Background: an optimization exercise with open tools, aiming at small area. Do not read the settings as production practice.
Function was checked by simulation only, so behaviour that the tests miss may differ from the original.
Power figures rest on the tool's default switching activity, not on a simulated workload.

==> flow/design.v <==
module DMA(
	clk_in_COM,
	write_in_COM,
	addr_in_COM,
	reset_in_COM,
	error_in_COM,
	data_in_RAM,
	data_in_FIFO,
	full_FIFO,
	block_size_REG,
	continue_block_gap_REG,
	stop_block_gap_REG,
	enable_transfer_mode_REG,
	transfer_complete_DAT,
	addr_out_RAM,
	data_out_RAM,
	data_out_FIFO,
	busy,
	newDAT_DAT
);
	input clk_in_COM;
	input write_in_COM;
	input [95:0] addr_in_COM;
	input reset_in_COM;
	input error_in_COM;
	input [7:0] data_in_RAM;
	input [7:0] data_in_FIFO;
	input full_FIFO;
	input [11:0] block_size_REG;
	input continue_block_gap_REG;
	input stop_block_gap_REG;
	input enable_transfer_mode_REG;
	input transfer_complete_DAT;
	output reg [63:0] addr_out_RAM;
	output reg [7:0] data_out_RAM;
	output reg [7:0] data_out_FIFO;
	output reg busy;
	output reg newDAT_DAT;
	reg        valid_r, end_r, act2_r;
	reg [63:0] addr_r;
	localparam [1:0] ST_STOP = 2'd0, ST_FDS = 2'd1, ST_CADR = 2'd2, ST_TFR = 2'd3;
	reg [1:0]  state;
	reg [11:0] cnt;
	wire kill = reset_in_COM | error_in_COM;
	wire c2r  = ~write_in_COM & enable_transfer_mode_REG;
	wire run  = ~kill & ~c2r;
	wire tfr  = (state == ST_TFR);
	wire lt   = cnt < block_size_REG;
	wire ld   = run & tfr & lt;                          
	wire hold = run & (state != ST_STOP) & ~ld;          
	wire ldr  = ~kill & c2r;                             
	wire hldr = run & (state != ST_STOP);                
	wire hcnt = tfr & ~ld;                               
	wire [12:0] lo  = {1'b0, addr_r[11:0]} + {1'b0, cnt};
	wire [51:0] hi  = addr_r[63:12] + {51'd0, lo[12]};
	wire [63:0] sum = {hi, lo[11:0]};
	wire [11:0] inc = cnt + 12'd1;
	always @(posedge clk_in_COM) begin
		valid_r    <= addr_in_COM[0];
		end_r      <= addr_in_COM[1];
		act2_r     <= addr_in_COM[5];
		addr_r     <= addr_in_COM[95:32];
		newDAT_DAT <= |data_in_RAM;
		addr_out_RAM  <= ({64{ld}} & sum) | ({64{hold}} & addr_out_RAM);
		data_out_FIFO <= ({8{ld}} & data_in_RAM) | ({8{hold}} & data_out_FIFO);
		data_out_RAM  <= ({8{ldr}} & data_in_FIFO) | ({8{hldr}} & data_out_RAM);
		cnt           <= ({12{ld}} & inc) | ({12{hcnt}} & cnt);
		if (kill) begin
			busy  <= 1'b0;
			state <= ST_STOP;
		end else if (!c2r) begin
			case (state)
				ST_STOP: begin
					busy <= 1'b0;
					if ((write_in_COM | continue_block_gap_REG) & ~full_FIFO)
						state <= ST_FDS;
				end
				ST_FDS: begin
					busy <= valid_r;
					if (valid_r)
						state <= ST_CADR;
				end
				ST_CADR: begin
					if (act2_r)
						state <= ST_TFR;
					else if (end_r)
						state <= ST_STOP;
					else
						state <= ST_FDS;
				end
				default: begin
					if (!lt)
						state <= (end_r | stop_block_gap_REG) ? ST_STOP : ST_FDS;
				end
			endcase
		end
	end
endmodule
==> flow/config.mk <==
export PLATFORM = sky130hd
export DESIGN_NAME = DMA
export DESIGN_NICKNAME = DMA
export VERILOG_FILES = /design/flow/design.v
export SDC_FILE = /design/flow/constraint.sdc
export NUM_CORES = 4
export LEC_CHECK = 0
export CAP_MARGIN = 20
export CORE_MARGIN = 2
export CORE_UTILIZATION = 65
export CTS_BUF_LIST = sky130_fd_sc_hd__clkbuf_4 sky130_fd_sc_hd__clkbuf_8
export SLEW_MARGIN = 20
==> flow/constraint.sdc <==
create_clock -name core_clock -period 4.0 [get_ports {clk_in_COM}]
set_input_delay 0.8000 -clock core_clock [delete_from_list [all_inputs] [get_ports {clk_in_COM}]]
set_output_delay 0.8000 -clock core_clock [all_outputs]
set_load 0.01 [all_outputs]
standard.sh (not shown) runs the stock make flow with config.mk's settings and CLKGATE_MAP_FILE= SYNTH_SCRIPT=/design/flow/synth_recipe.tcl, a recipe that flattens the netlist after the stock synthesis.
==> flow/flow/run.sh <==
#!/bin/bash
# The standard layout, with two changes:
#  - after the standard synthesis, its flip-flops are kept (same instances and cells) and the logic
#    between them is replaced by the one flow/handmap.py writes: the wide datapath as explicit
#    cells; the low add, compare and group carries (module hm_fast) mapped by ABC with flow/fast.abc (delay-oriented),
#    the rest of the control with an area script (flow/ctrl_area.abc);
#  - the port buffers are made from the smallest buffer cell;
#  - clock tree synthesis adds no dummy loads.
set -euo pipefail
WORK=$(pwd)
export BUFFER_PORTS_ARGS="-buffer_cell sky130_fd_sc_hd__buf_1"
export CTS_ARGS="-sink_clustering_enable -repair_clock_nets -buf_list {sky130_fd_sc_hd__clkbuf_4 sky130_fd_sc_hd__clkbuf_8} -dont_use_dummy_load"
RES=$WORK/orfs/results/$FLOW_PLATFORM/DMA/base
LOGS=$WORK/orfs/logs/$FLOW_PLATFORM/DMA/base
LIB=$FLOW_HOME/platforms/$FLOW_PLATFORM/lib/sky130_fd_sc_hd__tt_025C_1v80.lib
YOSYS=$FLOW_HOME/../tools/install/yosys/bin/yosys
[[ -x $YOSYS ]] || YOSYS=yosys

bash standard.sh synth > flow_synth.log 2>&1

cp $RES/1_2_yosys.v $WORK/1_2_yosys_standard.v
python3 $WORK/flow/handmap.py $WORK/1_2_yosys_standard.v $WORK/handmap.v 6 > handmap.log 2>&1
ABCARGS=$(grep -o -- "-liberty [^ ]*tt_025C_1v80.lib.* -constr" $LOGS/1_2_yosys.log | head -1 | sed 's/ -constr$//')
cat > $WORK/map.ys <<EOT
read_liberty -lib $LIB
read_verilog $WORK/handmap.v
hierarchy -top $FLOW_TOP
proc
opt_expr
opt_clean
techmap
opt -fast
abc -script $WORK/flow/fast.abc $ABCARGS -constr $WORK/orfs/objects/$FLOW_PLATFORM/DMA/base/abc.constr hm_fast
abc -script $WORK/flow/ctrl_area.abc $ABCARGS -constr $WORK/orfs/objects/$FLOW_PLATFORM/DMA/base/abc.constr $FLOW_TOP
flatten
hierarchy -top $FLOW_TOP
opt_clean -purge
rename -hide w:*.*
stat -liberty $LIB
write_verilog -noattr -nohex -nodec $WORK/1_2_yosys_handmap.v
EOT
$YOSYS -l map.log -q map.ys > /dev/null 2>&1
cp $WORK/1_2_yosys_handmap.v $RES/1_2_yosys.v
rm -f $RES/1_synth.odb $RES/1_synth.sdc

bash standard.sh > flow_layout.log 2>&1
==> flow/flow/fast.abc <==
strash
&get -n
&st
&dch
&nf
&put
topo
Other scripts of this flow, unchanged in this note and not shown: flow/flow/ctrl_area.abc, flow/flow/handmap.py
Then changed:
--- a/flow/config.mk
+++ b/flow/config.mk
@@ -11,2 +11,3 @@
 export CTS_BUF_LIST = sky130_fd_sc_hd__clkbuf_4 sky130_fd_sc_hd__clkbuf_8
+export GPL_TIMING_DRIVEN = 0
 export SLEW_MARGIN = 20
The changed run completed with no timing, DRC or antenna violations.
Maximum frequency came out lower slightly.
Register-to-register slack gets worse by 0.04 ns.
Worst hold slack hardly moves.
Via count came out higher slightly.
Power is about the same.
Combinational power came out higher by a few percent.
Final area came out higher slightly.
Count of clock-buffer cells in the layout is unchanged.
Then changed:
--- a/flow/flow/run.sh
+++ b/flow/flow/run.sh
@@ -4,6 +4,5 @@
 #    between them is replaced by the one flow/handmap.py writes: the wide datapath as explicit
-#    cells; the low add, compare and group carries (module hm_fast) mapped by ABC with flow/fast.abc (delay-oriented),
-#    the rest of the control with an area script (flow/ctrl_area.abc);
-#  - the port buffers are made from the smallest buffer cell;
-#  - clock tree synthesis adds no dummy loads.
+#    cells; the low add, compare and group carries (module hm_fast) mapped by ABC with ORFS's
+#    speed script, the rest of the control with an area script (flow/ctrl_area.abc);
+#  - the port buffers are made from the smallest buffer cell.
 set -euo pipefail
@@ -11,3 +10,2 @@
 export BUFFER_PORTS_ARGS="-buffer_cell sky130_fd_sc_hd__buf_1"
-export CTS_ARGS="-sink_clustering_enable -repair_clock_nets -buf_list {sky130_fd_sc_hd__clkbuf_4 sky130_fd_sc_hd__clkbuf_8} -dont_use_dummy_load"
 RES=$WORK/orfs/results/$FLOW_PLATFORM/DMA/base
@@ -32,3 +30,3 @@
 opt -fast
-abc -script $WORK/flow/fast.abc $ABCARGS -constr $WORK/orfs/objects/$FLOW_PLATFORM/DMA/base/abc.constr hm_fast
+abc -script $FLOW_HOME/scripts/abc_speed.script $ABCARGS -constr $WORK/orfs/objects/$FLOW_PLATFORM/DMA/base/abc.constr hm_fast
 abc -script $WORK/flow/ctrl_area.abc $ABCARGS -constr $WORK/orfs/objects/$FLOW_PLATFORM/DMA/base/abc.constr $FLOW_TOP
--- a/flow/config.mk
+++ b/flow/config.mk
@@ -11,3 +11,2 @@
 export CTS_BUF_LIST = sky130_fd_sc_hd__clkbuf_4 sky130_fd_sc_hd__clkbuf_8
-export GPL_TIMING_DRIVEN = 0
 export SLEW_MARGIN = 20
removed: flow/flow/fast.abc
Worst setup slack is better by 0.40 ns.
Combinational power hardly moves.
Final area increases by a few percent.
Register-to-register slack is better by 0.40 ns.
Flip-flop and latch count stays the same.
Wire length grows by a few percent.
Clock skew is lower by 0.016 ns.
Via count rose slightly.
Utilization goes up by 1.6 points.

---

job 1851:
Starts from the design.v that is shown in full above.
==> flow/config.mk <==
export PLATFORM = sky130hd
export DESIGN_NAME = DMA
export DESIGN_NICKNAME = DMA
export VERILOG_FILES = /design/flow/design.v
export SDC_FILE = /design/flow/constraint.sdc
export NUM_CORES = 4
export LEC_CHECK = 0
export CAP_MARGIN = 20
export CORE_MARGIN = 2
export CORE_UTILIZATION = 65
export CTS_BUF_LIST = sky130_fd_sc_hd__clkbuf_4 sky130_fd_sc_hd__clkbuf_8
export SLEW_MARGIN = 20
==> flow/constraint.sdc <==
create_clock -name core_clock -period 4.0 [get_ports {clk_in_COM}]
set_input_delay 0.8000 -clock core_clock [delete_from_list [all_inputs] [get_ports {clk_in_COM}]]
set_output_delay 0.8000 -clock core_clock [all_outputs]
set_load 0.01 [all_outputs]
==> flow/flow/run.sh <==
#!/bin/bash
# The standard layout, with two changes:
#  - after the standard synthesis, its flip-flops are kept (same instances and cells) and the logic
#    between them is replaced by the one flow/handmap.py writes: the wide datapath as explicit
#    cells; the compare and group carries (module hm_fast) mapped by ABC with flow/fast.abc (delay-oriented),
#    the rest of the control with an area script (flow/ctrl_area.abc);
#  - the port buffers are made from the smallest buffer cell;
#  - clock tree synthesis adds no dummy loads.
set -euo pipefail
WORK=$(pwd)
export BUFFER_PORTS_ARGS="-buffer_cell sky130_fd_sc_hd__buf_1"
export CTS_ARGS="-sink_clustering_enable -repair_clock_nets -buf_list {sky130_fd_sc_hd__clkbuf_4 sky130_fd_sc_hd__clkbuf_8} -dont_use_dummy_load"
RES=$WORK/orfs/results/$FLOW_PLATFORM/DMA/base
LOGS=$WORK/orfs/logs/$FLOW_PLATFORM/DMA/base
LIB=$FLOW_HOME/platforms/$FLOW_PLATFORM/lib/sky130_fd_sc_hd__tt_025C_1v80.lib
YOSYS=$FLOW_HOME/../tools/install/yosys/bin/yosys
[[ -x $YOSYS ]] || YOSYS=yosys

bash standard.sh synth > flow_synth.log 2>&1

cp $RES/1_2_yosys.v $WORK/1_2_yosys_standard.v
python3 $WORK/flow/handmap.py $WORK/1_2_yosys_standard.v $WORK/handmap.v 6 > handmap.log 2>&1
ABCARGS=$(grep -o -- "-liberty [^ ]*tt_025C_1v80.lib.* -constr" $LOGS/1_2_yosys.log | head -1 | sed 's/ -constr$//')
cat > $WORK/map.ys <<EOT
read_liberty -lib $LIB
read_verilog $WORK/handmap.v
hierarchy -top $FLOW_TOP
proc
opt_expr
opt_clean
techmap
opt -fast
abc -script $WORK/flow/fast.abc $ABCARGS -constr $WORK/orfs/objects/$FLOW_PLATFORM/DMA/base/abc.constr hm_fast
abc -script $WORK/flow/ctrl_area.abc $ABCARGS -constr $WORK/orfs/objects/$FLOW_PLATFORM/DMA/base/abc.constr $FLOW_TOP
flatten
hierarchy -top $FLOW_TOP
opt_clean -purge
rename -hide w:*.*
stat -liberty $LIB
write_verilog -noattr -nohex -nodec $WORK/1_2_yosys_handmap.v
EOT
$YOSYS -l map.log -q map.ys > /dev/null 2>&1
cp $WORK/1_2_yosys_handmap.v $RES/1_2_yosys.v
rm -f $RES/1_synth.odb $RES/1_synth.sdc

bash standard.sh > flow_layout.log 2>&1
==> flow/flow/fast.abc <==
strash
&get -n
&st
&dch
&nf
&put
topo
Other scripts of this flow, unchanged in this note and not shown: flow/flow/ctrl_area.abc, flow/flow/handmap.py
The following lists how job 5885 was set up differently from job 1851:
-- flow/flow/run.sh --
<<< job 1851, line 5
#    cells; the compare and group carries (module hm_fast) mapped by ABC with flow/fast.abc (delay-oriented),
#    the rest of the control with an area script (flow/ctrl_area.abc);
>>> job 5885, line 5
#    cells; the compare and group carries (module hm_fast) mapped by ABC with ORFS's
#    speed script, the rest of the control with an area script (flow/ctrl_area.abc);
<<< job 1851, line 33
abc -script $WORK/flow/fast.abc $ABCARGS -constr $WORK/orfs/objects/$FLOW_PLATFORM/DMA/base/abc.constr hm_fast
>>> job 5885, line 33
abc -script $FLOW_HOME/scripts/abc_speed.script $ABCARGS -constr $WORK/orfs/objects/$FLOW_PLATFORM/DMA/base/abc.constr hm_fast
removed: flow/flow/fast.abc
Findings:
To summarise job 5885: no stage aborted, but the layout did not pass its checks, failing on negative setup slack.
Looking at critical path depth, job 5885 sits 3 higher than job 1851 does.
There was hardly any difference in reported sequential group power between job 5885 and job 1851.
On leakage power summed over all cells, the lower figure sits with job 1851, not job 5885.

-- separate check: timing with driven ports --
In the flow no input, the clock included, has a driving cell. The finished layouts below were timed again as built, in two steps. Step 1, drivers: a clkbuf_16 drives clk_in_COM and a buf_2 each remaining input, both assumed. Step 2 moves the port delays by t, midway between the first and last clock arrival at a register: inputs arrive t later, outputs are due t later. That takes back most of the time a late clock gives input paths. Three values: ideal, step 1, step 2; two values: the first two.
run | t (ns) | slack for setup (ns) | worst setup path after step 2 | slew at the worst register clock pin (ns) | worst slew at a driven data input, ns
the first run of note 1 | 0.441 | 0.320 / 0.320 / 0.320 | register to register | 0.09 / 0.09 | 0.06
the second run of note 1 | 0.446 | 0.278 / 0.278 / 0.278 | register to register | 0.09 / 0.09 | 0.05
the third run of note 1 | 0.467 | 0.679 / 0.679 / 0.290 | input to register | 0.10 / 0.10 | 0.05
job 1851 | 0.455 | 0.213 / 0.213 / 0.213 | register to register | 0.09 / 0.09 | 0.06
job 5885 | 0.448 | -0.083 / -0.083 / -0.083 | register to register | 0.09 / 0.09 | 0.06
The setup slack of the third run of note 1, which loses most, moves by 0.000 ns with the drivers and by -0.389 ns with both steps.
